Context: an optimization exercise on an open-source flow, tuned for a short achievable clock period and few clock cycles. The choices shown serve that exercise and are no tape-out recipe.
No functional check of the RTL was part of any run shown here.
No activity file was given, so power comes from the tool's default toggle rates.

$ cat design/flow/flow/run.sh
#!/bin/bash
# The standard layout (the standard.sh), with one change: synthesis leaves
# adders as plain gates for abc instead of mapping them onto the library's
# full/half adder cells (ADDER_MAP_FILE empty), which gives faster carry logic.
# Registers are the standard synthesis's: the adder step never touches them.
set -euo pipefail
bash standard.sh ADDER_MAP_FILE= finish > standard_finish.log 2>&1
$ cat design/flow/standard.sh
#!/bin/bash
# synth_recipe.tcl (not shown) runs the flow's synth.tcl, then flattens the netlist and writes it again
# the make line also repeats each setting of config.mk as NAME=value (left out here)
make -C /OpenROAD-flow-scripts/flow DESIGN_CONFIG=/design/flow/config.mk WORK_HOME=/design/flow/orfs CLKGATE_MAP_FILE= SYNTH_SCRIPT=/design/flow/synth_recipe.tcl "${@:-finish}"
$ cat design/flow/config.mk
export PLATFORM = sky130hd
export DESIGN_NAME = cpu_wrapper
export DESIGN_NICKNAME = cpu_wrapper
export VERILOG_FILES = /design/flow/design.v
export SDC_FILE = /design/flow/constraint.sdc
export NUM_CORES = 4
export LEC_CHECK = 0
export ABC_CLOCK_PERIOD_IN_PS = 2200
export CAP_MARGIN = 20
export CORE_MARGIN = 2
export CORE_UTILIZATION = 40
export SETUP_SLACK_MARGIN = 4.2
export SLEW_MARGIN = 20
$ cat design/flow/constraint.sdc
create_clock -name core_clock -period 6.5 [get_ports {clk}]
set_input_delay 1.3000 -clock core_clock [delete_from_list [all_inputs] [get_ports {clk}]]
set_output_delay 1.3000 -clock core_clock [all_outputs]
set_load 0.01 [all_outputs]
$ cat design/flow/design.v
`timescale 1ns / 1ps
module cpu_wrapper(
    clk, rst, carry_in,
    imem_addr, imem_data,
    dmem_addr, dmem_we, dmem_wdata, dmem_rdata,
    io_out, halted
    );
    input clk; input rst;
    input carry_in;
    output wire [7:0] imem_addr;
    input wire [7:0] imem_data;
    output wire [7:0] dmem_addr;
    output wire dmem_we;
    output wire [7:0] dmem_wdata;
    input wire [7:0] dmem_rdata;
    output wire [7:0] io_out;
    output wire halted;
    reg [7:0] ia_q;      
    reg [7:0] alt_i;     
    wire [7:0] alt_q = ~alt_i;
    reg       we_q;      
    reg       halt_q;    
    reg       dv_q;      
    reg       ir_v;      
    reg       hz_q;      
    reg [7:0] r0, r1, r2, r3;
    reg       z_q, c_q, n_q;
    reg [7:0] ret_q;
    reg [7:0] io_q;
    reg       pend_v;    
    reg       io_pend;   
    reg [7:0] ir_q;      
    reg [7:0] opa_i, opb_i;  
    wire [7:0] opa = ~opa_i, opb = ~opb_i;
    reg [7:0] da_q, dw_q;  
    wire [7:0] ma = opa, mb = opb;
    reg       pend_mul;  
    reg [1:0] pend_dst;
    reg [15:0] mul_s, mul_c;
    reg        mul_z;
    reg k_alu;     
    reg k_cwe;     
    reg k_mult, k_ld, k_wr, k_rd, k_jmp, k_jcc, k_call, k_ret, k_wrio, k_brk, k_two;
    reg k_and, k_or, k_xor, k_add, k_sub, k_shl, k_shr, k_neg;
    reg k_ca;      
    reg k_cs;      
    reg k_fl;      
    reg k_ror;     
    wire [7:0] b = imem_data;
    wire b_alu2  = ~b[7];
    wire b_mult  = (b[7:4] == 4'b0011);
    wire b_shift = (b[7:4] == 4'b1000);
    wire b_neg   = (b[7:4] == 4'b1001) & (b[1:0] == 2'b00);
    wire b_ld    = (b[7:4] == 4'b1001) & (b[1:0] == 2'b11);
    wire b_wr    = (b[7:4] == 4'b1010);
    wire b_rd    = (b[7:4] == 4'b1011);
    wire b_jmp   = (b[7:3] == 5'b11000);
    wire b_jcc   = (b[7:3] == 5'b11001);
    wire b_call  = (b[7:3] == 5'b11010);
    wire b_ret   = (b[7:3] == 5'b11011);
    wire b_wrio  = (b[7:4] == 4'b1110);
    wire b_brk   = (b == 8'hFF);
    wire b_rdrd  = b_alu2 | b_shift | b_neg | b_wr;         
    wire b_rdrr  = b_alu2 | b_wr | b_rd | b_wrio;           
    wire [1:0] fd = ir_q[3:2];
    wire [7:0] nir;
    wire n_alu2  = ~nir[7];
    wire n_mult  = (nir[7:4] == 4'b0011);
    wire n_shift = (nir[7:4] == 4'b1000);
    wire n_neg   = (nir[7:4] == 4'b1001) & (nir[1:0] == 2'b00);
    wire n_ld    = (nir[7:4] == 4'b1001) & (nir[1:0] == 2'b11);
    wire n_wr    = (nir[7:4] == 4'b1010);
    wire n_rd    = (nir[7:4] == 4'b1011);
    wire n_jmp   = (nir[7:3] == 5'b11000);
    wire n_jcc   = (nir[7:3] == 5'b11001);
    wire n_call  = (nir[7:3] == 5'b11010);
    wire n_ret   = (nir[7:3] == 5'b11011);
    wire n_wrio  = (nir[7:4] == 4'b1110);
    wire n_brk   = (nir == 8'hFF);
    reg  exec, stall;
    wire [8:0] sa  = {1'b0, opa} + {1'b0, opb} + {8'b0, k_ca};
    wire [8:0] ss  = {1'b0, opa} + {1'b0, ~opb} + {8'b0, k_cs};
    wire       za  = ((opa ^ opb)  == {opa[6:0] | opb[6:0], k_ca});
    wire       zs  = ((opa ^ ~opb) == {opa[6:0] | ~opb[6:0], k_cs});
    wire [7:0] lo_or = {|opa[6:0], |opa[5:0], |opa[4:0], |opa[3:0], |opa[2:0], |opa[1:0], opa[0], 1'b0};
    wire [7:0] negv = opa ^ lo_or;
    wire [7:0] shl  = {opa[6:0], k_fl};
    wire [7:0] shr  = {k_ror ? k_fl : opa[7], opa[7:1]};
    wire [7:0] alu_o = ({8{k_and}} & (opa & opb)) |
                       ({8{k_or }} & (opa | opb)) |
                       ({8{k_xor}} & (opa ^ opb)) |
                       ({8{k_shl}} & shl) |
                       ({8{k_shr}} & shr) |
                       ({8{k_neg}} & negv);
    wire [7:0] alu_y = k_add ? sa[7:0] : k_sub ? ss[7:0] : alu_o;
    wire alu_z = (k_and & ((opa & opb) == 8'd0)) |
                 (k_or  & ((opa | opb) == 8'd0)) |
                 (k_xor & (opa == opb)) |
                 (k_add & za) |
                 (k_sub & zs) |
                 (k_shl & (shl == 8'd0)) |
                 (k_shr & (shr == 8'd0)) |
                 (k_neg & (opa == 8'd0));
    wire alu_c = (k_add & sa[8]) |
                 (k_sub & ~ss[8]) |
                 (k_shl & opa[7]) |
                 (k_shr & opa[0]) |
                 (k_neg & ~negv[7] & ~opa[7]);
    wire alu_we = exec & k_alu;
    wire [15:0] pp0 = mb[0] ? {8'b0, ma}       : 16'd0;
    wire [15:0] pp1 = mb[1] ? {7'b0, ma, 1'b0} : 16'd0;
    wire [15:0] pp2 = mb[2] ? {6'b0, ma, 2'b0} : 16'd0;
    wire [15:0] pp3 = mb[3] ? {5'b0, ma, 3'b0} : 16'd0;
    wire [15:0] pp4 = mb[4] ? {4'b0, ma, 4'b0} : 16'd0;
    wire [15:0] pp5 = mb[5] ? {3'b0, ma, 5'b0} : 16'd0;
    wire [15:0] pp6 = mb[6] ? {2'b0, ma, 6'b0} : 16'd0;
    wire [15:0] pp7 = mb[7] ? {1'b0, ma, 7'b0} : 16'd0;
    wire [15:0] s1a = pp0 ^ pp1 ^ pp2, c1a = ((pp0 & pp1) | (pp0 & pp2) | (pp1 & pp2)) << 1;
    wire [15:0] s1b = pp3 ^ pp4 ^ pp5, c1b = ((pp3 & pp4) | (pp3 & pp5) | (pp4 & pp5)) << 1;
    wire [15:0] s2a = s1a ^ c1a ^ s1b, c2a = ((s1a & c1a) | (s1a & s1b) | (c1a & s1b)) << 1;
    wire [15:0] s2b = c1b ^ pp6 ^ pp7, c2b = ((c1b & pp6) | (c1b & pp7) | (pp6 & pp7)) << 1;
    wire [15:0] s3  = s2a ^ c2a ^ s2b, c3  = ((s2a & c2a) | (s2a & s2b) | (c2a & s2b)) << 1;
    wire [15:0] s4  = s3 ^ c3 ^ c2b,   c4  = ((s3 & c3) | (s3 & c2b) | (c3 & c2b)) << 1;
    wire [15:0] prod = mul_s + mul_c;
    wire taken = exec & (k_jmp | k_call |
                 (k_jcc & ((z_q & ir_q[1]) | (c_q & ir_q[2]) | (n_q & ir_q[0]))));
    wire late_ret = exec & k_ret;
    wire accept = dv_q & ~stall & ~(exec & k_two) & ~late_ret;
    assign imem_addr  = ia_q;
    assign dmem_addr  = da_q;
    assign dmem_wdata = dw_q;
    assign dmem_we    = we_q;
    assign io_out     = io_q;
    assign halted     = halt_q;
    wire       ld_we    = exec & k_ld;
    wire [7:0] pend_val = pend_mul ? prod[7:0] : dmem_rdata;
    wire [3:0] wsel = {fd == 2'd3, fd == 2'd2, fd == 2'd1, fd == 2'd0};
    wire [3:0] psel = {4{pend_v}} & {pend_dst == 2'd3, pend_dst == 2'd2, pend_dst == 2'd1, pend_dst == 2'd0};
    wire [3:0] asel = {4{alu_we}} & wsel;
    wire [3:0] lsel = {4{ld_we}} & wsel;
    wire [7:0] r0_o = lsel[0] ? imem_data : psel[0] ? pend_val : r0;
    wire [7:0] r1_o = lsel[1] ? imem_data : psel[1] ? pend_val : r1;
    wire [7:0] r2_o = lsel[2] ? imem_data : psel[2] ? pend_val : r2;
    wire [7:0] r3_o = lsel[3] ? imem_data : psel[3] ? pend_val : r3;
    wire [7:0] r0_n = asel[0] ? alu_y : r0_o;
    wire [7:0] r1_n = asel[1] ? alu_y : r1_o;
    wire [7:0] r2_n = asel[2] ? alu_y : r2_o;
    wire [7:0] r3_n = asel[3] ? alu_y : r3_o;
    assign nir = stall ? ir_q : imem_data;
    reg  [7:0] opa_o, opb_o;
    always @(*) begin
        case (nir[3:2])
            2'd0: opa_o = r0_o; 2'd1: opa_o = r1_o; 2'd2: opa_o = r2_o; default: opa_o = r3_o;
        endcase
        case (nir[1:0])
            2'd0: opb_o = r0_o; 2'd1: opb_o = r1_o; 2'd2: opb_o = r2_o; default: opb_o = r3_o;
        endcase
    end
    wire [7:0] opa_n = (alu_we & (fd == nir[3:2])) ? alu_y : opa_o;
    wire [7:0] opb_n = (alu_we & (fd == nir[1:0])) ? alu_y : opb_o;
    wire       pend_v_n = exec & (k_rd | k_mult);
    wire [3:0] pd    = {4{pend_v_n}} & wsel;       
    wire       hz_n  = accept & ((b_rdrd & pd[b[3:2]]) | (b_rdrr & pd[b[1:0]]) | (exec & k_mult & b_jcc));
    wire       ir_v_n  = stall ? ir_v : accept;
    wire       brk_n   = stall ? k_brk : b_brk;
    wire       ret_n   = stall ? k_ret : b_ret;
    wire       stall_n = ir_v_n & (hz_n | brk_n);
    wire       lret_n  = ir_v_n & ~hz_n & ~brk_n & ret_n;
    wire [7:0] ret_nq  = (exec & k_call) ? alt_q : ret_q;
    wire       hold_n  = (stall & k_brk) | (accept & (hz_n | b_brk));
    wire       sret_n  = accept & b_ret;
    wire [7:0] alt_n   = taken ? imem_data : hold_n ? alt_q : sret_n ? ret_nq : alt_q + 8'd1;
    wire       exec_n  = ir_v_n & ~hz_n & ~brk_n;
    wire       wr_n    = stall ? k_wr : b_wr;
    always @(posedge clk or posedge rst) begin
        if (rst) begin
            ia_q <= 8'h00; alt_i <= 8'hFF; we_q <= 1'b0; halt_q <= 1'b0; dv_q <= 1'b0;
            ir_v <= 1'b0; hz_q <= 1'b0; exec <= 1'b0; stall <= 1'b0;
            r0 <= 8'h00; r1 <= 8'h00; r2 <= 8'h00; r3 <= 8'h00;
            z_q <= 1'b0; c_q <= 1'b0; n_q <= 1'b0;
            ret_q <= 8'h00; io_q <= 8'h00;
            pend_v <= 1'b0; io_pend <= 1'b0;
        end else begin
            ia_q  <= alt_n;
            alt_i <= ~alt_n;
            dv_q  <= stall ? dv_q : ~taken;
            we_q  <= exec_n & wr_n;
            exec  <= exec_n;
            stall <= stall_n;
            halt_q <= ir_v_n & brk_n & ~(exec & k_wrio);
            ir_v  <= ir_v_n;
            hz_q  <= hz_n;
            if (exec & k_call) ret_q <= alt_q;
            if (alu_we) begin z_q <= alu_z; n_q <= alu_y[7]; end
            else if (pend_v & pend_mul) z_q <= mul_z;
            if (alu_we & k_cwe) c_q <= alu_c;
            else if (pend_v & pend_mul) c_q <= prod[15];
            r0 <= r0_n; r1 <= r1_n; r2 <= r2_n; r3 <= r3_n;
            pend_v  <= pend_v_n;
            io_pend <= exec & k_wrio;
            if (io_pend) io_q <= dmem_rdata;
        end
    end
    always @(posedge clk) begin
        opa_i <= ~opa_n; opb_i <= ~opb_n;
        da_q <= opb_n; dw_q <= opa_n;
        pend_mul <= k_mult;
        pend_dst <= fd;
        mul_s <= s4; mul_c <= c4; mul_z <= (ma == 8'd0) | (mb == 8'd0);
        ir_q    <= nir;
        k_alu   <= (n_alu2 & ~n_mult) | n_shift | n_neg;
        k_cwe   <= (n_alu2 & (nir[6:4] >= 3'd4)) | n_shift | n_neg;
        k_mult  <= n_mult;
        k_ld    <= n_ld;
        k_wr    <= n_wr;
        k_rd    <= n_rd;
        k_jmp   <= n_jmp;
        k_jcc   <= n_jcc;
        k_call  <= n_call;
        k_ret   <= n_ret;
        k_wrio  <= n_wrio;
        k_brk   <= n_brk;
        k_two   <= n_ld | n_jmp | n_jcc | n_call;
        k_and   <= n_alu2 & (nir[6:4] == 3'd0);
        k_or    <= n_alu2 & (nir[6:4] == 3'd1);
        k_xor   <= n_alu2 & (nir[6:4] == 3'd2);
        k_add   <= n_alu2 & (nir[6:5] == 2'b10);
        k_sub   <= n_alu2 & (nir[6:5] == 2'b11);
        k_ca    <= nir[4] & carry_in;
        k_cs    <= ~(nir[4] & carry_in);
        k_shl   <= n_shift & ~nir[0];
        k_shr   <= n_shift & nir[0];
        k_neg   <= n_neg;
        k_fl    <= nir[1] & carry_in;
        k_ror   <= nir[1];
    end
endmodule
==> impl_metrics.json, run 1 <==
{
  "drtIter0Drc": 1013,
  "yosysMostFrequentCell": "nor2_1",
  "grt_pass1_wl_mm": 52.6,
  "vias": 9812,
  "fin_crit_sh": 0.393,
  "irDropWorstVdd_uv": 294,
  "setup_viol": 0,
  "cts.clk_slew.worst_paths_ns": 0.08,
  "die_width_um": 167,
  "hpwl_mm": 21.6,
  "yosys-top-cells-area": "dfxtp_1, dfrtp_1, xnor2_1",
  "cts_tree": "done",
  "syn_area_per_cell_um2": 8.33,
  "slew_violations": 0,
  "finalCriticalPeriod_ns": 2.55,
  "ys_seq_area_frac": 0.357,
  "rsz0062_at_grt": "yes",
  "worst_slack_ns": 3.95,
  "grt_usage": 0.236,
  "area_growth_pct": 30.2,
  "syn_nets": 1287,
  "yosys.area.top_type": "dfxtp_1",
  "numClockSinks": 169,
  "synth_top_area_frac": 0.178,
  "grt_max_degree": 54,
  "yosysUniqueCellTypes": 81,
  "rows": 59,
  "vias_per_cell": 5.79,
  "cts_made_buffers": 17,
  "async_flop_share": 0.444,
  "drt-total-wl_mm": 33.4,
  "fin_nets": 1367,
  "slowest_stage": "a31oi_4",
  "drc": 0,
  "grt_pass1_vias": 9630,
  "slowest_delay_ns": 0.28,
  "drtAntennaViolNets": 0,
  "dieHeight_um": 167,
  "wire_per_inst_um": 19.7,
  "total_power_w": 0.00742,
  "synth_cells": 1268,
  "top_regs": "mul_s x15, mul_c x11",
  "ys_top_cells_by_count": "nor2_1, nand2_1, dfxtp_1, xnor2_1, a21oi_1",
  "hold_viol": 0,
  "critical_path.cell_chain": "buf_8 -> nand2_2 -> nor3_4 -> nand4b_1 -> a31oi_4 -> a221oi_4 -> buf_6 -> a21boi_2 -> a21oi_2 -> mux2_4",
  "relSlewSlack": 0.412,
  "fin_util": 0.529,
  "ys_warn_count": 1,
  "drt_pass1_iterations": 6,
  "worstPathRequired_ns": 6.83,
  "path_max_fanout": 11,
  "tightest_slew_ns": 0.879,
  "syn_area_um2": 10600,
  "finalSetupTns_ns": 0,
  "worstSkewPairLatency_ns": 0.44,
  "dieArea_um2": 27700,
  "fin_skew_ns": 0.0140,
  "antenna_found_initial": 0,
  "fin_cells": 1696,
  "synth_edf_count": 0,
  "hold_path_class": "reg2reg",
  "h-tree-depth": 4,
  "ctsRootBufferMaster": "clkbuf_16",
  "start_kind": "primary input",
  "clock.fmax_mhz": 392,
  "gr-total-overflow": 0,
  "outcome": "finished clean",
  "coreArea_um2": 26000,
  "p_leak_nw": 5.50,
  "synthFlopType": "dfxtp_1",
  "pin_count": 53,
  "place_inst": 1589,
  "start_util": 0.407,
  "drive_gt1_frac": 0.316,
  "globalplace.congestion": 0.912,
  "critPathCaptureType": "flop",
  "cp_data_arrival_time_ns": 2.88,
  "critPathKind": "in2reg",
  "regMostFlops": "mul_s",
  "pre_cts_ws_ns": 2.65,
  "antennaDiodeCount": 0,
  "cts_buffer_depth": 2,
  "drv_cap": 0,
  "p_per_area_nw_per_um2": 539,
  "numPortBuffers": 52,
  "largest_register_ffs": 15,
  "synth_seq_cells": 169
}
## power breakdown
group / internal [W] / total, W / leakage (nW) / switching, W
Combinational: 0.00209 / 0.00453 / 3.52 / 0.00245
Sequential: 0.00149 / 0.00180 / 1.68 / 0.000308
Clock: 0.000566 / 0.00108 / 0.309 / 0.000518
Total: 0.00414 / 0.00742 / 5.50 / 0.00327
## cells by family after synthesis
family,Yosys count,synth area share
compound gates,305,0.191
xor+xnor,117,0.0983
fa+ha+maj,31,0.0306
flops,169,0.357
buf+inv,120,0.0494
mux,96,0.0951
simple gates,430,0.179
## area by class of cell
class / instances / area, um2
Inverter: 34 / 139
Tap cell: 335 / 419
Sequential cell: 169 / 3820
Fill cell: 2307 / 12200
Timing Repair Buffer: 146 / 1390
Clock inverter: 15 / 210
Clock buffer: 17 / 425
Multi-Input combinational cell: 980 / 7350
## critical path, delay by kind of cell
| family | cells | cell delay, ns |
|---|---|---|
| AOI/OAI and AO/OA | 4 | 0.52 |
| muxes | 1 | 0.26 |
| buffers and inverters | 2 | 0.32 |
| and+or+nand+nor | 3 | 0.47 |
## cells in the final DEF, fill, tap and decap left out, drive strengths merged, types with 8 or more instances in the layout
cell type / netlist / routed
nand4: 9 / 9
mux2i: 64 / 64
buf: 39 / 134
o211ai: 15 / 15
nor2: 160 / 160
o21ai: 81 / 81
inv: 34 / 41
clkbuf: 47 / 23
a211oi: 20 / 20
a221oi: 13 / 13
xnor2: 84 / 84
a22oi: 12 / 12
dfxtp: 94 / 94
a21oi: 80 / 80
maj3: 31 / 31
mux2: 32 / 32
xor2: 32 / 32
nor2b: 11 / 11
a31oi: 12 / 12
nor3: 34 / 34
a21o: 10 / 10
dfstp: 8 / 8
nand2: 145 / 145
dfrtp: 67 / 67
nand3: 27 / 27
a21boi: 9 / 9
## layer usage
| metal | track usage | vias to the layer above | wire length (um) |
|---|---|---|---|
| met5 | 0 | - | 0 |
| li1 | - | 4619 | - |
| met3 | 0.0418 | 62 | 2140 |
| met2 | 0.380 | 363 | 15700 |
| met4 | 0.0828 | 0 | 964 |
| met1 | 0.319 | 4768 | 14600 |
## per-stage QoR
step	hold slack [ns]	cell area, um2
final	0.398	13800
after global routing	0.426	13800
after CTS	0.400	13200
after detailed placement	0.390	11400
after global placement	0.395	11400
after floorplan	0.326	10900
## path summary, 6_finish.rpt
path / slack [ns] / depth (start not counted) / from / to
setup / recovery: 3.95 / 10 / imem_data[6] / ia_q[1]$_DFF_PP0_
hold / removal: 0.40 / 0 / k_mult$_DFF_P_ / pend_mul$_DFF_P_
setup reg to reg: 3.99 / 8 / flop / ia_q[7]$_DFF_PP0_
hold reg to reg: 0.40 / 0 / k_mult$_DFF_P_ / pend_mul$_DFF_P_
max in group asynchronous: 4.37 / 3 / rst / async pin
min in group asynchronous: 1.26 / 2 / rst / halt_q$_DFF_PP0_
## repair_timing
item / 4_1_cts / 5_1_grt
setup buffers: 53 / 15
gates resized for setup: 391 / 95
pin swaps: 48 / 37
setup endpoints to repair: 217 / 100
gates cloned: 5 / 2
hold buffers: 0 / 0
==> run 2: changes to the inputs <==
--- a/design/flow/design.v
+++ b/design/flow/design.v
@@ -17,5 +17,3 @@
     output wire halted;
-    reg [7:0] ia_q;      
-    reg [7:0] alt_i;     
-    wire [7:0] alt_q = ~alt_i;
+    reg [7:0] alt_q;     
     reg       we_q;      
@@ -28,2 +26,11 @@
     reg [7:0] ret_q;
+    localparam NE = 8;
+    reg [NE-1:0] e_v;                    
+    reg [7:0]    e_tag [0:NE-1];
+    reg [7:0]    e_tgt [0:NE-1];
+    reg [NE-1:0] e_ret;                  
+    reg [NE-1:0] e_jcc;                  
+    reg [NE-1:0] e_t;                    
+    reg [2:0]    e_wp;                   
+    reg          pq_q;                   
     reg [7:0] io_q;
@@ -32,10 +39,16 @@
     reg [7:0] ir_q;      
-    reg [7:0] opa_i, opb_i;  
-    wire [7:0] opa = ~opa_i, opb = ~opb_i;
-    reg [7:0] da_q, dw_q;  
-    wire [7:0] ma = opa, mb = opb;
+    reg [7:0] opa, opb;  
+    reg [7:0] ma_n, mb_n;  
+    reg [7:0] da_n, dw_n;  
+    wire [7:0] ma = ~ma_n, mb = ~mb_n;
     reg       pend_mul;  
     reg [1:0] pend_dst;
+    reg [7:0] pa_q;      
+    reg [7:0] ipa_q;     
+    reg [7:0] pq_oth, ir_oth;   
+    reg       pq_dir, ir_dir;   
+    reg [NE-1:0] pq_mv, ir_mv;  
     reg [15:0] mul_s, mul_c;
     reg        mul_z;
+    reg k_p;       
     reg k_alu;     
@@ -79,3 +92,4 @@
     wire n_brk   = (nir == 8'hFF);
-    reg  exec, stall;
+    wire exec  = ir_v & ~hz_q & ~k_brk;
+    wire stall = ir_v & (hz_q | k_brk);
     wire [8:0] sa  = {1'b0, opa} + {1'b0, opb} + {8'b0, k_ca};
@@ -124,9 +138,14 @@
     wire [15:0] prod = mul_s + mul_c;
-    wire taken = exec & (k_jmp | k_call |
-                 (k_jcc & ((z_q & ir_q[1]) | (c_q & ir_q[2]) | (n_q & ir_q[0]))));
-    wire late_ret = exec & k_ret;
-    wire accept = dv_q & ~stall & ~(exec & k_two) & ~late_ret;
-    assign imem_addr  = ia_q;
-    assign dmem_addr  = da_q;
-    assign dmem_wdata = dw_q;
+    wire cond  = (z_q & ir_q[1]) | (c_q & ir_q[2]) | (n_q & ir_q[0]);
+    wire taken = exec & ~k_p & (k_jmp | k_call | (k_jcc & cond));
+    wire late_ret = exec & ~k_p & k_ret;
+    wire mis_jcc = exec & k_p & k_jcc & (cond != ir_dir);
+    wire mis_ret = exec & k_p & k_ret & (ir_oth != ret_q);
+    wire mispred = mis_jcc | mis_ret;
+    wire accept = dv_q & ~stall & ~(exec & k_two) & ~late_ret & ~mispred;
+    wire pok    = pq_q & accept;
+    wire recov  = pq_q & ~accept;
+    assign imem_addr  = alt_q;
+    assign dmem_addr  = ~da_n;
+    assign dmem_wdata = ~dw_n;
     assign dmem_we    = we_q;
@@ -168,6 +187,28 @@
     wire       lret_n  = ir_v_n & ~hz_n & ~brk_n & ret_n;
-    wire [7:0] ret_nq  = (exec & k_call) ? alt_q : ret_q;
+    wire [7:0] ipa2    = ipa_q + 8'd2;
+    wire [7:0] ret_nq  = (exec & k_call) ? ipa2 : ret_q;
+    reg  [NE-1:0] mv;
+    reg  [7:0]    m_tgt;
+    reg           m_ret, m_jcc, m_t;
+    integer i;
+    always @(*) begin
+        m_tgt = 8'd0; m_ret = 1'b0; m_jcc = 1'b0; m_t = 1'b0;
+        for (i = 0; i < NE; i = i + 1) begin
+            mv[i] = e_v[i] & (e_tag[i] == alt_q);
+            m_tgt = m_tgt | ({8{mv[i]}} & e_tgt[i]);
+            m_ret = m_ret | (mv[i] & e_ret[i]);
+            m_jcc = m_jcc | (mv[i] & e_jcc[i]);
+            m_t   = m_t   | (mv[i] & e_t[i]);
+        end
+    end
+    wire       hit     = |mv;
+    wire [7:0] alt2    = alt_q + 8'd2;
+    wire [7:0] p_addr  = m_ret ? ret_nq : (m_jcc & ~m_t) ? alt2 : m_tgt;
+    wire [7:0] p_oth   = m_ret ? ret_nq : m_t ? alt2 : m_tgt;
     wire       hold_n  = (stall & k_brk) | (accept & (hz_n | b_brk));
-    wire       sret_n  = accept & b_ret;
-    wire [7:0] alt_n   = taken ? imem_data : hold_n ? alt_q : sret_n ? ret_nq : alt_q + 8'd1;
+    wire       sret_n  = accept & b_ret & ~pq_q;
+    wire       redir   = taken | mispred | recov;
+    wire [7:0] redir_a = taken ? imem_data : mis_jcc ? ir_oth : mis_ret ? ret_q : pa_q + 8'd1;
+    wire       use_p   = hit & ~redir & ~hold_n & ~sret_n;
+    wire [7:0] alt_n   = redir ? redir_a : hold_n ? alt_q : sret_n ? ret_nq : hit ? p_addr : alt_q + 8'd1;
     wire       exec_n  = ir_v_n & ~hz_n & ~brk_n;
@@ -176,4 +217,4 @@
         if (rst) begin
-            ia_q <= 8'h00; alt_i <= 8'hFF; we_q <= 1'b0; halt_q <= 1'b0; dv_q <= 1'b0;
-            ir_v <= 1'b0; hz_q <= 1'b0; exec <= 1'b0; stall <= 1'b0;
+            alt_q <= 8'h00; we_q <= 1'b0; halt_q <= 1'b0; dv_q <= 1'b0;
+            ir_v <= 1'b0; hz_q <= 1'b0;
             r0 <= 8'h00; r1 <= 8'h00; r2 <= 8'h00; r3 <= 8'h00;
@@ -182,9 +223,8 @@
             pend_v <= 1'b0; io_pend <= 1'b0;
+            e_v <= {NE{1'b0}}; e_wp <= 3'd0; pq_q <= 1'b0;
         end else begin
-            ia_q  <= alt_n;
-            alt_i <= ~alt_n;
-            dv_q  <= stall ? dv_q : ~taken;
+            alt_q <= alt_n;
+            dv_q  <= stall ? dv_q : ~redir;
+            pq_q  <= use_p;
             we_q  <= exec_n & wr_n;
-            exec  <= exec_n;
-            stall <= stall_n;
             halt_q <= ir_v_n & brk_n & ~(exec & k_wrio);
@@ -192,3 +232,7 @@
             hz_q  <= hz_n;
-            if (exec & k_call) ret_q <= alt_q;
+            if (exec & k_call) ret_q <= ipa2;
+            if (exec & ~k_p & (k_jmp | k_call | k_jcc | k_ret)) begin
+                e_v[e_wp] <= 1'b1;
+                e_wp <= e_wp + 3'd1;
+            end             
             if (alu_we) begin z_q <= alu_z; n_q <= alu_y[7]; end
@@ -204,4 +248,5 @@
     always @(posedge clk) begin
-        opa_i <= ~opa_n; opb_i <= ~opb_n;
-        da_q <= opb_n; dw_q <= opa_n;
+        opa <= opa_n; opb <= opb_n;
+        ma_n <= ~opa_n; mb_n <= ~opb_n;
+        da_n <= ~opb_n; dw_n <= ~opa_n;
         pend_mul <= k_mult;
@@ -210,2 +255,21 @@
         ir_q    <= nir;
+        pa_q    <= alt_q;
+        if (!stall) begin
+            ipa_q  <= pa_q;
+            ir_oth <= pq_oth;
+            ir_dir <= pq_dir;
+            ir_mv  <= pq_mv;
+        end
+        pq_oth <= p_oth;
+        pq_dir <= m_t;
+        pq_mv  <= mv;
+        k_p     <= stall ? k_p : pok;
+        if (exec & ~k_p & (k_jmp | k_call | k_jcc | k_ret)) begin
+            e_tag[e_wp] <= ipa_q;
+            e_tgt[e_wp] <= imem_data;
+            e_ret[e_wp] <= k_ret;
+            e_jcc[e_wp] <= k_jcc;
+            e_t[e_wp]   <= cond;
+        end
+        if (exec & k_p & k_jcc) e_t <= (e_t & ~ir_mv) | ({NE{cond}} & ir_mv);
         k_alu   <= (n_alu2 & ~n_mult) | n_shift | n_neg;
@@ -222,3 +286,3 @@
         k_brk   <= n_brk;
-        k_two   <= n_ld | n_jmp | n_jcc | n_call;
+        k_two   <= n_ld | ((n_jmp | n_jcc | n_call) & ~(stall ? k_p : pok));
         k_and   <= n_alu2 & (nir[6:4] == 3'd0);
==> design/flow/run.sh (new file) <==
#!/bin/bash
# synth_recipe.tcl (not shown) runs the flow's synth.tcl, then flattens the netlist and writes it again
# the make line also repeats each setting of config.mk as NAME=value (left out here)
make -C /OpenROAD-flow-scripts/flow DESIGN_CONFIG=/design/flow/config.mk WORK_HOME=/design/flow/orfs CLKGATE_MAP_FILE= SYNTH_SCRIPT=/design/flow/synth_recipe.tcl finish
removed: design/flow/flow/run.sh
removed: design/flow/standard.sh
==> impl_metrics.json, run 2 <==
{
  "outcome": "finished clean",
  "cts_tree": "done",
  "postCtsHoldBufs": 0,
  "coreArea_um2": 46800,
  "drv_cap": 0,
  "finalSetupTns_ns": 0,
  "critPathCaptureType": "output pin",
  "yosysMostFrequentCell": "nand2_1",
  "ctsRootBufferMaster": "clkbuf_16",
  "worst_slack_ns": 3.77,
  "synthFlopType": "edfxtp_1",
  "grt_usage": 0.247,
  "start_util": 0.407,
  "vias_per_cell": 5.75,
  "tightest_slew_ns": 0.969,
  "numClockSinks": 375,
  "layout_commonest_cell": "buf_4",
  "total_power_w": 0.0126,
  "ys_seq_area_frac": 0.508,
  "dieHeight_um": 222,
  "drtIter0Drc": 1666,
  "numPortBuffers": 52,
  "place_inst": 2403,
  "dieArea_um2": 49400,
  "ys_warn_count": 1,
  "clock.fmax_mhz": 366,
  "hold_path_class": "reg2reg",
  "wirelength_met1_mm": 26.9,
  "antenna_found_initial": 1,
  "vias": 16000,
  "worstSkewPairLatency_ns": 0.60,
  "final_cell_mix": "buf_4, edfxtp_1, nand2_1",
  "p_per_area_nw_per_um2": 463,
  "syn_nets": 1956,
  "critPathKind": "reg2out",
  "grt_pass1_vias": 15500,
  "synth_seq_cells": 375,
  "synth_edf_count": 177,
  "top_layer": "met5",
  "yosys-top-cells-area": "edfxtp_1, dfxtp_1, dfrtp_1",
  "pin_count": 53,
  "area_growth_pct": 42.5,
  "drtAntennaViolNets": 0,
  "syn_area_per_cell_um2": 10.4,
  "slew_violations": 0,
  "syn_area_um2": 19000,
  "met2WireLength_mm": 30.3,
  "globalplace.congestion": 0.912,
  "synth_cells": 1829,
  "top_regs": "e_tag x64, e_tgt x64, mul_s x15",
  "fin_util": 0.581,
  "pre_cts_ws_ns": 2.39,
  "antennaDiodeCount": 0,
  "start_kind": "flop",
  "ys_top_cells_by_count": "nand2_1, edfxtp_1, nor2_1, dfxtp_1",
  "rows": 79,
  "fin_nets": 2275,
  "p_leak_nw": 10.8,
  "wl_met3_mm": 5.35,
  "drive_gt1_frac": 0.418,
  "wire_per_inst_um": 23.2,
  "relSlewSlack": 0.350,
  "synth_top_area_frac": 0.279,
  "die_width_um": 222,
  "yosysUniqueCellTypes": 77,
  "cp_data_arrival_time_ns": 1.43,
  "h-tree-depth": 2,
  "cts_made_buffers": 42,
  "grt_pass1_wl_mm": 93.8,
  "gr-total-overflow": 0,
  "worstPathRequired_ns": 5.20,
  "irDropWorstVdd_uv": 371,
  "drt-total-wl_mm": 64.7,
  "hold_viol": 0,
  "cts.clk_slew.worst_paths_ns": 0.06,
  "rsz0062_at_grt": "yes",
  "hpwl_mm": 37.1,
  "finalCriticalPeriod_ns": 2.73,
  "path_max_fanout": 8,
  "async_flop_share": 0.208,
  "cts_buffer_depth": 3,
  "setup_viol": 0,
  "yosys.area.top_type": "edfxtp_1",
  "fin_skew_ns": 0.0349,
  "fin_crit_sh": 0.420,
  "drt_pass1_iterations": 5,
  "grt_max_degree": 49,
  "drc": 0,
  "fin_cells": 2788
}
-- run 2: cell count changes in the layout (fill, tap and decap cells not counted), sizes merged, moves of 43 or more --
cell    change
buf       +224
edfxtp    +177
fa         +43
ha         +65
inv        +59
nand2      +44
-- run 2: path summary, 6_finish.rpt --
path | from | end | slack, ns | depth (start not counted)
min in group asynchronous | rst | e_wp[0]$_DFFE_PP0P_ | 1.30 | 2
worst max-delay path | alt_q[7]$_DFFE_PP0P_ | imem_addr[7] | 3.77 | 2
max in group asynchronous | rst | io_q[6]$_DFFE_PP0P_ | 4.29 | 3
worst min register to register | k_mult$_DFF_P_ | pend_mul$_DFF_P_ | 0.39 | 0
worst min-delay path | k_mult$_DFF_P_ | pend_mul$_DFF_P_ | 0.39 | 0
worst max register to register | alt_q[1]$_DFFE_PP0P_ | alt_q[3]$_DFFE_PP0P_ | 3.78 | 13
-- run 2: kinds of logic after synthesis --
group | synth area share
and+or+nand+nor | 0.128
adders and majority gates | 0.0879
xor gates and xnor gates | 0.0570
DFF | 0.508
AOI/OAI and AO/OA | 0.135
buffers and inverters | 0.0436
muxes | 0.0405
-- run 2: repair_timing --
| item | CTS | global route |
|---|---|---|
| pin swaps | 149 | 118 |
| setup endpoints to repair | 388 | 300 |
| cloned | 10 | 5 |
| resized for setup | 626 | 234 |
| setup buffers | 196 | 97 |
-- run 2: critical path: stages (launching register included) --
cell and delay, ns:
dfrtp_4 0.56, buf_4 0.16, buf_6 0.11
-- run 2: cell type report --
type / count / area [um2]
repair inverters: 3 / 22.5
well taps: 607 / 759
clock inverters: 19 / 221
inverters: 104 / 507
flip-flops and latches: 375 / 9810
repair buffers: 373 / 3720
multi-input cells: 1249 / 10900
fillers: 3733 / 19600
clock buffers: 58 / 1170
-- run 2: stage by stage --
step	hold slack, ns	instance area (um2)
global route	0.398	27100
detailed placement	0.378	20600
finish	0.391	27100
floorplan	0.329	19800
global placement	0.378	20600
CTS	0.382	25300
-- run 2: metal layers --
metal  up-vias  track usage
met1      7967        0.341
met2       777        0.390
li1       7130            -
met4         2       0.0918
met3       154       0.0440
met5         -            0
-- run 2: report_power, final --
part	internal (W)	switching [W]	leakage (nW)
Clock	0.00136	0.00103	0.681
Combinational	0.00308	0.00334	6.50
Sequential	0.00316	0.000607	3.60
Total	0.00760	0.00498	10.8
==> run 3: changes to the inputs <==
--- a/design/flow/design.v
+++ b/design/flow/design.v
@@ -40,5 +40,3 @@
     reg [7:0] opa, opb;  
-    reg [7:0] ma_n, mb_n;  
     reg [7:0] da_n, dw_n;  
-    wire [7:0] ma = ~ma_n, mb = ~mb_n;
     reg       pend_mul;  
@@ -78,2 +76,3 @@
     wire [1:0] fd = ir_q[3:2];
+    reg  [7:0] opa_o, opb_o;      
     wire [7:0] nir;
@@ -123,14 +122,16 @@
     wire alu_we = exec & k_alu;
-    wire [15:0] pp0 = mb[0] ? {8'b0, ma}       : 16'd0;
-    wire [15:0] pp1 = mb[1] ? {7'b0, ma, 1'b0} : 16'd0;
-    wire [15:0] pp2 = mb[2] ? {6'b0, ma, 2'b0} : 16'd0;
-    wire [15:0] pp3 = mb[3] ? {5'b0, ma, 3'b0} : 16'd0;
-    wire [15:0] pp4 = mb[4] ? {4'b0, ma, 4'b0} : 16'd0;
-    wire [15:0] pp5 = mb[5] ? {3'b0, ma, 5'b0} : 16'd0;
-    wire [15:0] pp6 = mb[6] ? {2'b0, ma, 6'b0} : 16'd0;
-    wire [15:0] pp7 = mb[7] ? {1'b0, ma, 7'b0} : 16'd0;
-    wire [15:0] s1a = pp0 ^ pp1 ^ pp2, c1a = ((pp0 & pp1) | (pp0 & pp2) | (pp1 & pp2)) << 1;
-    wire [15:0] s1b = pp3 ^ pp4 ^ pp5, c1b = ((pp3 & pp4) | (pp3 & pp5) | (pp4 & pp5)) << 1;
+    wire [7:0]  ma_o = opa_o, mb_o = opb_o;
+    wire [15:0] pp0 = mb_o[0] ? {8'b0, ma_o}       : 16'd0;
+    wire [15:0] pp1 = mb_o[1] ? {7'b0, ma_o, 1'b0} : 16'd0;
+    wire [15:0] pp2 = mb_o[2] ? {6'b0, ma_o, 2'b0} : 16'd0;
+    wire [15:0] pp3 = mb_o[3] ? {5'b0, ma_o, 3'b0} : 16'd0;
+    wire [15:0] pp4 = mb_o[4] ? {4'b0, ma_o, 4'b0} : 16'd0;
+    wire [15:0] pp5 = mb_o[5] ? {3'b0, ma_o, 5'b0} : 16'd0;
+    wire [15:0] pp6 = mb_o[6] ? {2'b0, ma_o, 6'b0} : 16'd0;
+    wire [15:0] pp7 = mb_o[7] ? {1'b0, ma_o, 7'b0} : 16'd0;
+    wire [15:0] s1a_n = pp0 ^ pp1 ^ pp2, c1a_n = ((pp0 & pp1) | (pp0 & pp2) | (pp1 & pp2)) << 1;
+    wire [15:0] s1b_n = pp3 ^ pp4 ^ pp5, c1b_n = ((pp3 & pp4) | (pp3 & pp5) | (pp4 & pp5)) << 1;
+    reg  [15:0] s1a, c1a, s1b, c1b, p6, p7;
     wire [15:0] s2a = s1a ^ c1a ^ s1b, c2a = ((s1a & c1a) | (s1a & s1b) | (c1a & s1b)) << 1;
-    wire [15:0] s2b = c1b ^ pp6 ^ pp7, c2b = ((c1b & pp6) | (c1b & pp7) | (pp6 & pp7)) << 1;
+    wire [15:0] s2b = c1b ^ p6 ^ p7,   c2b = ((c1b & p6) | (c1b & p7) | (p6 & p7)) << 1;
     wire [15:0] s3  = s2a ^ c2a ^ s2b, c3  = ((s2a & c2a) | (s2a & s2b) | (c2a & s2b)) << 1;
@@ -168,3 +169,2 @@
     assign nir = stall ? ir_q : imem_data;
-    reg  [7:0] opa_o, opb_o;
     always @(*) begin
@@ -181,3 +181,4 @@
     wire [3:0] pd    = {4{pend_v_n}} & wsel;       
-    wire       hz_n  = accept & ((b_rdrd & pd[b[3:2]]) | (b_rdrr & pd[b[1:0]]) | (exec & k_mult & b_jcc));
+    wire       hz_n  = accept & ((b_rdrd & pd[b[3:2]]) | (b_rdrr & pd[b[1:0]]) | (exec & k_mult & b_jcc) |
+                                 (b_mult & alu_we & ((b[3:2] == fd) | (b[1:0] == fd))));
     wire       ir_v_n  = stall ? ir_v : accept;
@@ -249,3 +250,3 @@
         opa <= opa_n; opb <= opb_n;
-        ma_n <= ~opa_n; mb_n <= ~opb_n;
+        s1a <= s1a_n; c1a <= c1a_n; s1b <= s1b_n; c1b <= c1b_n; p6 <= pp6; p7 <= pp7;
         da_n <= ~opb_n; dw_n <= ~opa_n;
@@ -253,3 +254,3 @@
         pend_dst <= fd;
-        mul_s <= s4; mul_c <= c4; mul_z <= (ma == 8'd0) | (mb == 8'd0);
+        mul_s <= s4; mul_c <= c4; mul_z <= (opa == 8'd0) | (opb == 8'd0);
         ir_q    <= nir;
==> design/flow/flow/run.sh (new file) <==
#!/bin/bash
# The standard layout (the standard.sh), with one change: synthesis leaves
# adders as plain gates for abc instead of mapping them onto the library's
# full/half adder cells (ADDER_MAP_FILE empty), which gives faster carry logic.
# Registers are the standard synthesis's: the adder step never touches them.
set -euo pipefail
bash standard.sh ADDER_MAP_FILE= finish > standard_finish.log 2>&1
==> design/flow/standard.sh (new file) <==
#!/bin/bash
# synth_recipe.tcl (not shown) runs the flow's synth.tcl, then flattens the netlist and writes it again
# the make line also repeats each setting of config.mk as NAME=value (left out here)
make -C /OpenROAD-flow-scripts/flow DESIGN_CONFIG=/design/flow/config.mk WORK_HOME=/design/flow/orfs CLKGATE_MAP_FILE= SYNTH_SCRIPT=/design/flow/synth_recipe.tcl "${@:-finish}"
removed: design/flow/run.sh
==> impl_metrics.json, run 3 <==
{
  "outcome": "finished clean",
  "cts_buffer_depth": 3,
  "cp_data_arrival_time_ns": 3.63,
  "finalSetupTns_ns": 0,
  "ctsRootBufferMaster": "clkbuf_16",
  "vias": 17300,
  "gr-total-overflow": 0,
  "synth_edf_count": 177,
  "worstSkewPairLatency_ns": 0.61,
  "wire_per_inst_um": 22.8,
  "power.combinational.fraction": 0.484,
  "syn_nets": 2007,
  "fin_crit_sh": 0.483,
  "reg2reg_depth": 13,
  "globalplace.congestion": 0.918,
  "start_util": 0.405,
  "yosys-top-cells-area": "edfxtp_1, dfxtp_1, dfrtp_1",
  "wl_met3_mm": 5.82,
  "r2r_slack_ns": 3.36,
  "critPathKind": "reg2reg",
  "p_leak_nw": 11.7,
  "ys_top_cells_by_count": "nand2_1, edfxtp_1, dfxtp_1, xnor2_1, xor2_1",
  "dieArea_um2": 55200,
  "async_flop_share": 0.183,
  "drc": 0,
  "rows": 84,
  "drt_pass1_iterations": 8,
  "antenna_found_initial": 0,
  "synthFlopType": "edfxtp_1",
  "numPortBuffers": 52,
  "intPower_w": 0.00826,
  "pin_count": 53,
  "irDropWorstVdd_uv": 275,
  "place_inst": 2653,
  "hp-start": "s1a[0]$_SDFF_PP0_",
  "top_layer": "met4",
  "drt-total-wl_mm": 69.0,
  "synth_top_area_frac": 0.249,
  "crit_top_cell": "buf_12",
  "grt_max_degree": 54,
  "pre_cts_ws_ns": 2.15,
  "p_switching_w": 0.00509,
  "p_per_area_nw_per_um2": 456,
  "drtIter0Drc": 1601,
  "fill_cells": 4174,
  "met2WireLength_mm": 32.5,
  "rsz0062_at_grt": "yes",
  "area_growth_pct": 37.4,
  "drv_cap": 0,
  "setup_viol": 0,
  "synth_cells": 1988,
  "slowest_stage": "dfrtp_2",
  "switching_share": 0.381,
  "min_to": "mul_s[0]$_DFF_P_",
  "syn_area_um2": 21300,
  "postCtsHoldBufs": 0,
  "start_kind": "flop",
  "yosysMostFrequentCell": "nand2_1",
  "yosysUniqueCellTypes": 100,
  "h-tree-depth": 2,
  "clock.fmax_mhz": 319,
  "layout_commonest_cell": "buf_4",
  "top_regs": "e_tag x64, e_tgt x64, mul_s x15",
  "slowest_delay_ns": 0.45,
  "hold_viol": 0,
  "numClockSinks": 427,
  "synth_seq_cells": 427,
  "r2r-end": "alt_q[5]$_DFFE_PP0P_",
  "r2r-start": "alt_q[5]$_DFFE_PP0P_",
  "relSlewSlack": 0.319,
  "wirelength_met1_mm": 28.8,
  "path_max_fanout": 6,
  "p_seq_frac": 0.315,
  "fin_skew_ns": 0.0261,
  "coreArea_um2": 52700,
  "yosys.area.top_type": "edfxtp_1",
  "worstPathRequired_ns": 6.99,
  "cts_made_buffers": 46,
  "grt_pass1_vias": 16900,
  "cts.clk_slew.worst_paths_ns": 0.07,
  "dieHeight_um": 235,
  "clock_power_share": 0.201,
  "whs_ns": 0.328,
  "final_cell_mix": "buf_4, edfxtp_1, nand2_1",
  "min_path_cells": 0,
  "worst_slack_ns": 3.36,
  "fin_nets": 2320,
  "grt_usage": 0.239,
  "vias_per_cell": 5.73,
  "cts_tree": "done",
  "regArea_um2": 10800,
  "ys_warn_count": 1,
  "total_power_w": 0.0133,
  "hold_path_class": "reg2reg",
  "multi_input_area_um2": 12100,
  "slew_violations": 0,
  "crit_family": "simple AND/OR/NAND/NOR gates",
  "drive_gt1_frac": 0.396,
  "worst-path-buf-inv": 5,
  "die_width_um": 235,
  "hpwl_mm": 40.9,
  "critPathCaptureType": "flop",
  "syn_area_per_cell_um2": 10.7,
  "drtAntennaViolNets": 0,
  "ys_seq_area_frac": 0.502,
  "finalCriticalPeriod_ns": 3.14,
  "tightest_slew_ns": 1.02,
  "fin_cells": 3028,
  "grt_pass1_wl_mm": 103,
  "critical_path.cell_chain": "buf_12 -> buf_8 -> xor2_4 -> nor4_4 -> nand4_1 -> and4_4 -> a2111oi_4 -> buf_4 -> buf_12 -> buf_6 -> nand4b_1 -> a21oi_2 -> o31ai_1"
}
-- run 3: cell types whose count changed in the layout (fill, tap and decap cells not counted), sizes merged, moves of 43 or more --
cell / change
dfxtp: +52
fa: -43
mux2i: +45
xor2: +68
nor2: -80
ha: -65
mux2: +73
-- run 3: final cells by class --
type                            count  area share
Timing Repair Buffer              362       0.126
Inverter                           71      0.0101
Timing Repair inverter              2    0.000342
Clock buffer                       63      0.0451
Tap cell                          688      0.0294
Multi-Input combinational cell   1391       0.413
Antenna cell                        1   0.0000855
Sequential cell                   427       0.368
Clock inverter                     23     0.00744
-- run 3: routing by layer --
layer	track usage	up-vias
met5	0	-
met3	0.0465	146
li1	-	7858
met2	0.384	768
met4	0.0746	0
met1	0.326	8567
-- run 3: worst max path at each step --
stage | cells after the start | slack, ns | startpoint | endpoint
final | 13 | 3.36 | alt_q[5]$_DFFE_PP0P_ | alt_q[5]$_DFFE_PP0P_
after global routing | 13 | 3.25 | alt_q[5]$_DFFE_PP0P_ | alt_q[5]$_DFFE_PP0P_
after CTS | 12 | 3.41 | alt_q[1]$_DFFE_PP0P_ | alt_q[3]$_DFFE_PP0P_
after detailed placement | 7 | 2.15 | imem_data[5] | alt_q[1]$_DFFE_PP0P_
after global placement | 7 | 2.32 | imem_data[5] | alt_q[1]$_DFFE_PP0P_
after floorplan | 8 | 3.45 | imem_data[1] | s1a[7]$_DFF_P_
-- run 3: worst reg2reg max path: stages, from the launching register on --
cell,delay [ns]
dfrtp_2,0.45
buf_12,0.16
buf_8,0.13
xor2_4,0.18
nor4_4,0.41
nand4_1,0.21
and4_4,0.22
a2111oi_4,0.36
buf_4,0.18
buf_12,0.13
buf_6,0.11
nand4b_1,0.16
a21oi_2,0.09
o31ai_1,0.26
-- run 3: power by group through the flow --
stage                     logic (W)  clock network (W)  registers [W]
after floorplan             0.00342                  0        0.00388
after CTS                   0.00575            0.00271        0.00417
after global routing        0.00689            0.00283        0.00428
after detailed placement    0.00422                  0        0.00428
final                       0.00647            0.00268        0.00420
after global placement      0.00413                  0        0.00427
-- run 3: logic make-up after synthesis --
group | synth area share
AND/OR/NAND/NOR | 0.144
flip-flops | 0.502
AO/OA/AOI/OAI | 0.118
XOR/XNOR | 0.0901
multiplexers | 0.0942
buffers and inverters | 0.0367
adder cells (fa/ha/maj) | 0.0141
-- run 3: what timing repair did --
action | in CTS | in global routing
resized for setup | 599 | 182
setup buffers | 217 | 59
hold endpoints to repair | 0 | 0
setup endpoints to repair | 432 | 267
cloned | 10 | 2
pin swaps | 112 | 70
-- run 3: stage by stage --
step	utilization	area [um2]
after global routing	0.556	29300
after detailed placement	0.435	22900
final	0.556	29300
after global placement	0.435	22900
after CTS	0.532	28000
after floorplan	-	22000
==> run 4: changes to the inputs <==
--- a/design/flow/config.mk
+++ b/design/flow/config.mk
@@ -7,3 +7,3 @@
 export LEC_CHECK = 0
-export ABC_CLOCK_PERIOD_IN_PS = 2200
+export ABC_CLOCK_PERIOD_IN_PS = 1800
 export CAP_MARGIN = 20
@@ -11,3 +11,3 @@
 export CORE_UTILIZATION = 40
-export SETUP_SLACK_MARGIN = 4.2
+export SETUP_SLACK_MARGIN = 4.5
 export SLEW_MARGIN = 20
==> impl_metrics.json, run 4 <==
{
  "outcome": "finished clean",
  "relSlewSlack": 0.477,
  "ys_top_cells_by_count": "nand2_1, edfxtp_1, dfxtp_1, xnor2_1, xor2_1",
  "hold_path_class": "reg2reg",
  "postCtsHoldBufs": 0,
  "fill_cells": 3925,
  "globalplace.congestion": 0.889,
  "ctsRootBufferMaster": "clkbuf_16",
  "critPathCaptureType": "flop",
  "finalCriticalPeriod_ns": 3.04,
  "slowest_delay_ns": 0.52,
  "drc": 0,
  "critical_path.cell_chain": "buf_6 -> xnor2_2 -> nand4_1 -> or3_4 -> o2111a_2 -> buf_6 -> a2111oi_4 -> buf_4 -> mux2i_4 -> o221ai_2 -> o21ai_1",
  "final_cell_mix": "buf_4, edfxtp_1, buf_6",
  "antenna_found_initial": 0,
  "fin_nets": 2445,
  "cp-startpoint": "alt_q[5]$_DFFE_PP0P_",
  "cts_tree": "done",
  "syn_nets": 2007,
  "async_flop_share": 0.183,
  "finalSetupTns_ns": 0,
  "syn_area_um2": 21300,
  "reg2reg_depth": 11,
  "tightest_slew_ns": 0.783,
  "hpwl_mm": 41.1,
  "rows": 84,
  "coreArea_um2": 52700,
  "dieArea_um2": 55200,
  "fin_skew_ns": 0.0315,
  "r2r_slack_ns": 3.46,
  "yosys-top-cells-area": "edfxtp_1, dfxtp_1, dfrtp_1",
  "slowest_stage": "dfrtp_4",
  "vias": 18700,
  "numPortBuffers": 52,
  "grt_pass1_wl_mm": 109,
  "grt_max_degree": 58,
  "path_max_fanout": 4,
  "layout_commonest_cell": "buf_4",
  "slew_violations": 0,
  "regArea_um2": 10800,
  "drv_cap": 0,
  "dieHeight_um": 235,
  "fin_crit_sh": 0.468,
  "grt_pass1_vias": 17800,
  "area_growth_pct": 47.4,
  "drive_gt1_frac": 0.461,
  "p_leak_nw": 12.6,
  "pin_count": 53,
  "worstSkewPairLatency_ns": 0.62,
  "top_regs": "e_tag x64, e_tgt x64, mul_s x15",
  "hold_viol": 0,
  "antennaDiodeCount": 0,
  "clock.fmax_mhz": 329,
  "cp_data_arrival_time_ns": 3.56,
  "numClockSinks": 427,
  "wire_per_inst_um": 24.8,
  "drtAntennaViolNets": 0,
  "die_width_um": 235,
  "rsz0062_at_grt": "yes",
  "cts_buffer_depth": 3,
  "multi_input_area_um2": 12800,
  "drtIter0Drc": 2127,
  "whs_ns": 0.333,
  "worstPathRequired_ns": 7.02,
  "syn_area_per_cell_um2": 10.7,
  "start_util": 0.405,
  "cts.clk_slew.worst_paths_ns": 0.06,
  "yosysUniqueCellTypes": 100,
  "r2r-start": "alt_q[5]$_DFFE_PP0P_",
  "r2r-end": "alt_q[2]$_DFFE_PP0P_",
  "start_kind": "flop",
  "irDropWorstVdd_uv": 249,
  "synth_seq_cells": 427,
  "drt_pass1_iterations": 6,
  "grt_usage": 0.256,
  "yosys.area.top_type": "edfxtp_1",
  "p_per_area_nw_per_um2": 456,
  "ys_warn_count": 1,
  "vias_per_cell": 5.92,
  "synthFlopType": "edfxtp_1",
  "synth_top_area_frac": 0.249,
  "synth_cells": 1988,
  "gr-total-overflow": 0,
  "yosysMostFrequentCell": "nand2_1",
  "synth_edf_count": 177,
  "cts_made_buffers": 48,
  "endpoint": "alt_q[2]$_DFFE_PP0P_",
  "drt-total-wl_mm": 78.2,
  "ys_seq_area_frac": 0.502,
  "h-tree-depth": 2,
  "setup_viol": 0,
  "crit_top_cell": "buf_6",
  "critPathKind": "reg2reg"
}
## run 4: cell families after synthesis
kind of cell	count (synthesis)	share of synthesized area
muxes	188	0.0942
adders and majority gates	30	0.0141
buffers and inverters	176	0.0367
DFF	427	0.502
and+or+nand+nor	591	0.144
AOI/OAI and AO/OA	360	0.118
xor gates and xnor gates	216	0.0901
## run 4: worst min path at each step
stage | from | end | slack [ns] | cells after the start
3_3_place_gp | s1a[0]$_SDFF_PP0_ | mul_s[0]$_DFF_P_ | 0.32 | 0
4_1_cts | s1a[0]$_SDFF_PP0_ | mul_s[0]$_DFF_P_ | 0.34 | 0
5_1_grt | s1a[0]$_SDFF_PP0_ | mul_s[0]$_DFF_P_ | 0.35 | 0
6_report | s1a[0]$_SDFF_PP0_ | mul_s[0]$_DFF_P_ | 0.33 | 0
3_5_place_dp | s1a[0]$_SDFF_PP0_ | mul_s[0]$_DFF_P_ | 0.32 | 0
2_1_floorplan | s1a[0]$_SDFF_PP0_ | mul_s[0]$_DFF_P_ | 0.31 | 0
## run 4: area by class of cell
type / instances / area share
tap: 688 / 0.0274
clock buffer: 64 / 0.0411
timing repair buffer: 472 / 0.158
multi-input combinational: 1401 / 0.409
inverter: 71 / 0.00983
timing repair inverter: 5 / 0.00111
sequential: 427 / 0.344
clock inverter: 26 / 0.00995
## run 4: worst max-delay path, delay by kind of cell (launching register included)
family,cells,cell delay (ns)
DFF,1,0.52
AOI/OAI and AO/OA,4,0.94
and+or+nand+nor,2,0.64
buffers and inverters,3,0.51
xor gates and xnor gates,1,0.12
muxes,1,0.24
## run 4: layer usage
metal / up-vias / GRT usage / part of all wire
li1: 8107 / - / -
met3: 264 / 0.0634 / 0.097
met1: 9260 / 0.346 / 0.40
met2: 1033 / 0.402 / 0.46
met5: - / 0 / 0
met4: 0 / 0.0813 / 0.042
## run 4: power breakdown
group / leakage, nW / switching, W / total [W] / internal [W]
Sequential: 4.05 / 0.000720 / 0.00427 / 0.00355
Combinational: 7.77 / 0.00366 / 0.00725 / 0.00359
Clock: 0.780 / 0.00115 / 0.00280 / 0.00164
Total: 12.6 / 0.00553 / 0.0143 / 0.00879
## run 4: through the flow
step                      cells  instance area, um2  setup slack, ns  power, W  utilization
final                      3154               31400             3.46    0.0143        0.597
after global routing       3154               31400             3.37    0.0149        0.597
after CTS                  3045               29500             3.61    0.0132        0.560
after detailed placement   2650               23100             2.19   0.00854        0.438
after global placement     2650               23100             2.23   0.00844        0.438
after floorplan            1988               22200             3.46   0.00735            -
## run 4: repair_timing
action                     4_1_cts  5_1_grt
gates cloned                    26        5
hold endpoints to repair         0        0
setup endpoints to repair      479      370
pin swaps                      141      107
setup buffers                  279      104
resized for setup              739      227
==> run 5: changes to the inputs <==
--- a/design/flow/design.v
+++ b/design/flow/design.v
@@ -17,3 +17,5 @@
     output wire halted;
-    reg [7:0] alt_q;     
+    reg [7:0] ia_q;      
+    reg [7:0] alt_i;     
+    wire [7:0] alt_q = ~alt_i;
     reg       we_q;      
@@ -39,4 +41,5 @@
     reg [7:0] ir_q;      
-    reg [7:0] opa, opb;  
-    reg [7:0] da_n, dw_n;  
+    reg [7:0] opa_i, opb_i;  
+    wire [7:0] opa = ~opa_i, opb = ~opb_i;
+    reg [7:0] da_q, dw_q;  
     reg       pend_mul;  
@@ -148,5 +151,5 @@
     wire recov  = pq_q & ~accept;
-    assign imem_addr  = alt_q;
-    assign dmem_addr  = ~da_n;
-    assign dmem_wdata = ~dw_n;
+    assign imem_addr  = ia_q;
+    assign dmem_addr  = da_q;
+    assign dmem_wdata = dw_q;
     assign dmem_we    = we_q;
@@ -190,18 +193,28 @@
     wire [7:0] ret_nq  = (exec & k_call) ? ipa2 : ret_q;
-    reg  [NE-1:0] mv;
-    reg  [7:0]    m_tgt;
-    reg           m_ret, m_jcc, m_t;
+    wire [7:0] alt1 = alt_q + 8'd1;
+    wire [7:0] alt2 = alt_q + 8'd2;
+    reg  [NE-1:0] l1_mv, l2_mv;
+    reg  [7:0]    l1_tgt, l2_tgt;
+    reg           l1_ret, l1_jcc, l1_t, l2_ret, l2_jcc, l2_t;
     integer i;
     always @(*) begin
-        m_tgt = 8'd0; m_ret = 1'b0; m_jcc = 1'b0; m_t = 1'b0;
+        l1_tgt = 8'd0; l1_ret = 1'b0; l1_jcc = 1'b0; l1_t = 1'b0;
+        l2_tgt = 8'd0; l2_ret = 1'b0; l2_jcc = 1'b0; l2_t = 1'b0;
         for (i = 0; i < NE; i = i + 1) begin
-            mv[i] = e_v[i] & (e_tag[i] == alt_q);
-            m_tgt = m_tgt | ({8{mv[i]}} & e_tgt[i]);
-            m_ret = m_ret | (mv[i] & e_ret[i]);
-            m_jcc = m_jcc | (mv[i] & e_jcc[i]);
-            m_t   = m_t   | (mv[i] & e_t[i]);
+            l1_mv[i] = e_v[i] & (e_tag[i] == alt1);
+            l1_tgt = l1_tgt | ({8{l1_mv[i]}} & e_tgt[i]);
+            l1_ret = l1_ret | (l1_mv[i] & e_ret[i]);
+            l1_jcc = l1_jcc | (l1_mv[i] & e_jcc[i]);
+            l1_t   = l1_t   | (l1_mv[i] & e_t[i]);
+            l2_mv[i] = e_v[i] & (e_tag[i] == alt2);
+            l2_tgt = l2_tgt | ({8{l2_mv[i]}} & e_tgt[i]);
+            l2_ret = l2_ret | (l2_mv[i] & e_ret[i]);
+            l2_jcc = l2_jcc | (l2_mv[i] & e_jcc[i]);
+            l2_t   = l2_t   | (l2_mv[i] & e_t[i]);
         end
     end
+    reg  [NE-1:0] mv;
+    reg  [7:0]    m_tgt;
+    reg           m_ret, m_jcc, m_t;
     wire       hit     = |mv;
-    wire [7:0] alt2    = alt_q + 8'd2;
     wire [7:0] p_addr  = m_ret ? ret_nq : (m_jcc & ~m_t) ? alt2 : m_tgt;
@@ -213,3 +226,5 @@
     wire       use_p   = hit & ~redir & ~hold_n & ~sret_n;
-    wire [7:0] alt_n   = redir ? redir_a : hold_n ? alt_q : sret_n ? ret_nq : hit ? p_addr : alt_q + 8'd1;
+    wire [7:0] alt_n   = redir ? redir_a : hold_n ? alt_q : sret_n ? ret_nq : hit ? p_addr : alt1;
+    wire       seq_n   = ~redir & ~hold_n & ~sret_n & ~hit;      
+    wire       skip_n  = use_p & m_jcc & ~m_t;                    
     wire       exec_n  = ir_v_n & ~hz_n & ~brk_n;
@@ -218,3 +233,3 @@
         if (rst) begin
-            alt_q <= 8'h00; we_q <= 1'b0; halt_q <= 1'b0; dv_q <= 1'b0;
+            ia_q <= 8'h00; alt_i <= 8'hFF; we_q <= 1'b0; halt_q <= 1'b0; dv_q <= 1'b0;
             ir_v <= 1'b0; hz_q <= 1'b0;
@@ -224,7 +239,9 @@
             pend_v <= 1'b0; io_pend <= 1'b0;
-            e_v <= {NE{1'b0}}; e_wp <= 3'd0; pq_q <= 1'b0;
+            e_v <= {NE{1'b0}}; e_wp <= 3'd0; pq_q <= 1'b0; mv <= {NE{1'b0}};
         end else begin
-            alt_q <= alt_n;
+            ia_q  <= alt_n;
+            alt_i <= ~alt_n;
             dv_q  <= stall ? dv_q : ~redir;
             pq_q  <= use_p;
+            if (!hold_n) mv <= seq_n ? l1_mv : skip_n ? l2_mv : {NE{1'b0}};
             we_q  <= exec_n & wr_n;
@@ -249,5 +266,5 @@
     always @(posedge clk) begin
-        opa <= opa_n; opb <= opb_n;
+        opa_i <= ~opa_n; opb_i <= ~opb_n;
         s1a <= s1a_n; c1a <= c1a_n; s1b <= s1b_n; c1b <= c1b_n; p6 <= pp6; p7 <= pp7;
-        da_n <= ~opb_n; dw_n <= ~opa_n;
+        da_q <= opb_n; dw_q <= opa_n;
         pend_mul <= k_mult;
@@ -266,2 +283,8 @@
         pq_mv  <= mv;
+        if (!hold_n) begin
+            m_tgt <= skip_n ? l2_tgt : l1_tgt;
+            m_ret <= skip_n ? l2_ret : l1_ret;
+            m_jcc <= skip_n ? l2_jcc : l1_jcc;
+            m_t   <= skip_n ? l2_t   : l1_t;
+        end
         k_p     <= stall ? k_p : pok;
--- a/design/flow/config.mk
+++ b/design/flow/config.mk
@@ -7,3 +7,3 @@
 export LEC_CHECK = 0
-export ABC_CLOCK_PERIOD_IN_PS = 1800
+export ABC_CLOCK_PERIOD_IN_PS = 2200
 export CAP_MARGIN = 20
@@ -11,3 +11,3 @@
 export CORE_UTILIZATION = 40
-export SETUP_SLACK_MARGIN = 4.5
+export SETUP_SLACK_MARGIN = 4.2
 export SLEW_MARGIN = 20
==> impl_metrics.json, run 5 <==
{
  "outcome": "finished clean",
  "slowest_delay_ns": 0.64,
  "synth_seq_cells": 454,
  "synth_top_area_frac": 0.231,
  "r2r_slack_ns": 3.27,
  "start_kind": "flop",
  "numPortBuffers": 52,
  "grt_pass1_vias": 21800,
  "coreArea_um2": 60400,
  "antennaDiodeCount": 0,
  "drt-total-wl_mm": 96.8,
  "crit_top_cell": "buf_4",
  "dieHeight_um": 251,
  "min_path_cells": 0,
  "relSlewSlack": 0.262,
  "drt_pass1_iterations": 5,
  "start_util": 0.405,
  "vias_per_cell": 6.25,
  "cp_data_arrival_time_ns": 3.61,
  "grt_pass1_wl_mm": 134,
  "p_leak_nw": 13.7,
  "fin_crit_sh": 0.498,
  "async_flop_share": 0.207,
  "finalSetupTns_ns": 0,
  "cts_tree": "done",
  "fin_skew_ns": 0.0591,
  "critPathKind": "reg2reg",
  "gr-total-overflow": 0,
  "worst_slack_ns": 3.27,
  "critPathCaptureType": "flop",
  "p_per_area_nw_per_um2": 478,
  "critical_path.cell_chain": "buf_12 -> or4_4 -> or3_1 -> nand3_1 -> a21oi_2 -> o21a_4 -> buf_4 -> buf_4 -> a22oi_1 -> nand4_1 -> mux2_2",
  "grt_usage": 0.278,
  "cts_made_buffers": 51,
  "min_to": "mul_s[0]$_DFF_P_",
  "ys_warn_count": 1,
  "cp-startpoint": "alt_i[3]$_DFF_PP1_",
  "ctsRootBufferMaster": "clkbuf_16",
  "ys_seq_area_frac": 0.469,
  "place_inst": 3167,
  "postCtsHoldBufs": 0,
  "vias": 23100,
  "syn_area_um2": 24400,
  "fin_util": 0.582,
  "cts.clk_slew.worst_paths_ns": 0.06,
  "clock.fmax_mhz": 309,
  "hpwl_mm": 52.4,
  "drv_cap": 0,
  "die_width_um": 251,
  "area_growth_pct": 43.8,
  "drtAntennaViolNets": 0,
  "synth_edf_count": 188,
  "setup_viol": 0,
  "slowest_stage": "or4_4",
  "drive_gt1_frac": 0.405,
  "top_regs": "e_tag x64, e_tgt x64, mul_s x15",
  "numClockSinks": 454,
  "hp-start": "s1a[0]$_SDFF_PP0_",
  "yosys-top-cells-area": "edfxtp_1, dfxtp_1, dfrtp_1",
  "yosysUniqueCellTypes": 107,
  "globalplace.congestion": 0.910,
  "path_max_fanout": 8,
  "drtIter0Drc": 3041,
  "dieArea_um2": 63100,
  "yosysMostFrequentCell": "nand2_1",
  "grt_max_degree": 48,
  "worstPathRequired_ns": 6.88,
  "antenna_found_initial": 1,
  "drc": 0,
  "synth_cells": 2445,
  "r2r-start": "alt_i[3]$_DFF_PP1_"
}
run 5: critical path: cells and delay by family (launching register included):
| kind | cells | cell delay [ns] |
|---|---|---|
| AND/OR/NAND/NOR | 4 | 1.30 |
| flip-flops | 1 | 0.50 |
| buffers and inverters | 3 | 0.43 |
| multiplexers | 1 | 0.29 |
| AO/OA/AOI/OAI | 3 | 0.48 |
run 5: how the worst max path moves through the flow:
stage / to / depth (start not counted)
6_report: m_tgt[5]$_DFFE_PN_ / 11
5_1_grt: m_tgt[4]$_DFFE_PN_ / 10
4_1_cts: m_tgt[4]$_DFFE_PN_ / 11
3_5_place_dp: m_tgt[7]$_DFFE_PN_ / 7
3_3_place_gp: m_tgt[3]$_DFFE_PN_ / 7
2_1_floorplan: m_tgt[4]$_DFFE_PN_ / 11
run 5: repair_timing:
| item | 4_1_cts | 5_1_grt |
|---|---|---|
| buffers inserted | 255 | 154 |
| cloned | 27 | 4 |
| setup endpoints to repair | 462 | 259 |
| pin swaps | 162 | 138 |
| gates resized for setup | 793 | 256 |
run 5: cells by family (layout without fill, tap and decap cells):
kind of cell	count (synthesis)	after routing	share of synthesized area
compound gates	590	593	0.167
xor+xnor	238	238	0.0873
fa+ha+maj	19	19	0.00779
buf+inv	210	671	0.0380
flops	454	454	0.469
mux	163	169	0.0710
simple gates	771	777	0.160
run 5: metal layers:
| metal | track usage | part of all wire | up-vias |
|---|---|---|---|
| met5 | 0 | 0 | - |
| met4 | 0.119 | 0.056 | 0 |
| met3 | 0.0542 | 0.10 | 391 |
| met2 | 0.456 | 0.47 | 1508 |
| met1 | 0.359 | 0.38 | 11400 |
| li1 | - | - | 9874 |
run 5: report_power, final:
group / internal (W) / switching [W] / total [W] / leakage (nW)
Combinational: 0.00419 / 0.00486 / 0.00904 / 8.48
Sequential: 0.00387 / 0.000943 / 0.00481 / 4.36
Clock: 0.00167 / 0.00128 / 0.00294 / 0.850
run 5: layout make-up:
| type | instances | area [um2] |
|---|---|---|
| Fill cell | 4688 | 25200 |
| Multi-Input combinational cell | 1796 | 15300 |
| Sequential cell | 454 | 11500 |
| Timing Repair Buffer | 504 | 5220 |
| Clock buffer | 72 | 1500 |
| Tap cell | 782 | 978 |
| Inverter | 65 | 359 |
| Clock inverter | 24 | 213 |
| Timing Repair inverter | 6 | 52.6 |
run 5: metrics by stage:
stage / area [um2] / hold slack, ns
finish: 35100 / 0.328
CTS: 32600 / 0.328
detailed placement: 25800 / 0.313
global route: 35100 / 0.338
floorplan: 24900 / 0.310
global placement: 25800 / 0.313

-- separate check: timing with driven ports --
The flow's constraints put no driver on any port. The routed layouts listed below were extracted and timed again, unchanged, in two steps.
Step 1, drivers: a clkbuf_16 drives clk and a buf_2 each remaining input, both assumed.
Step 2, shift: input delay + t, output delay - t, t = (earliest + latest rising clock arrival at the registers) / 2. This alone moves slack from input paths to output paths.
a / b / c = ideal / step 1 / step 2; a / b = the first two.
run	shift t [ns]	setup slack, ns
run 1	0.487	3.948 / 3.949 / 3.462
run 2	0.631	3.769 / 3.717 / 3.207
run 3	0.653	3.362 / 3.362 / 3.110
run 4	0.659	3.461 / 3.461 / 3.016
run 5	0.672	3.266 / 3.266 / 2.797
After both steps every run listed still meets setup and hold.
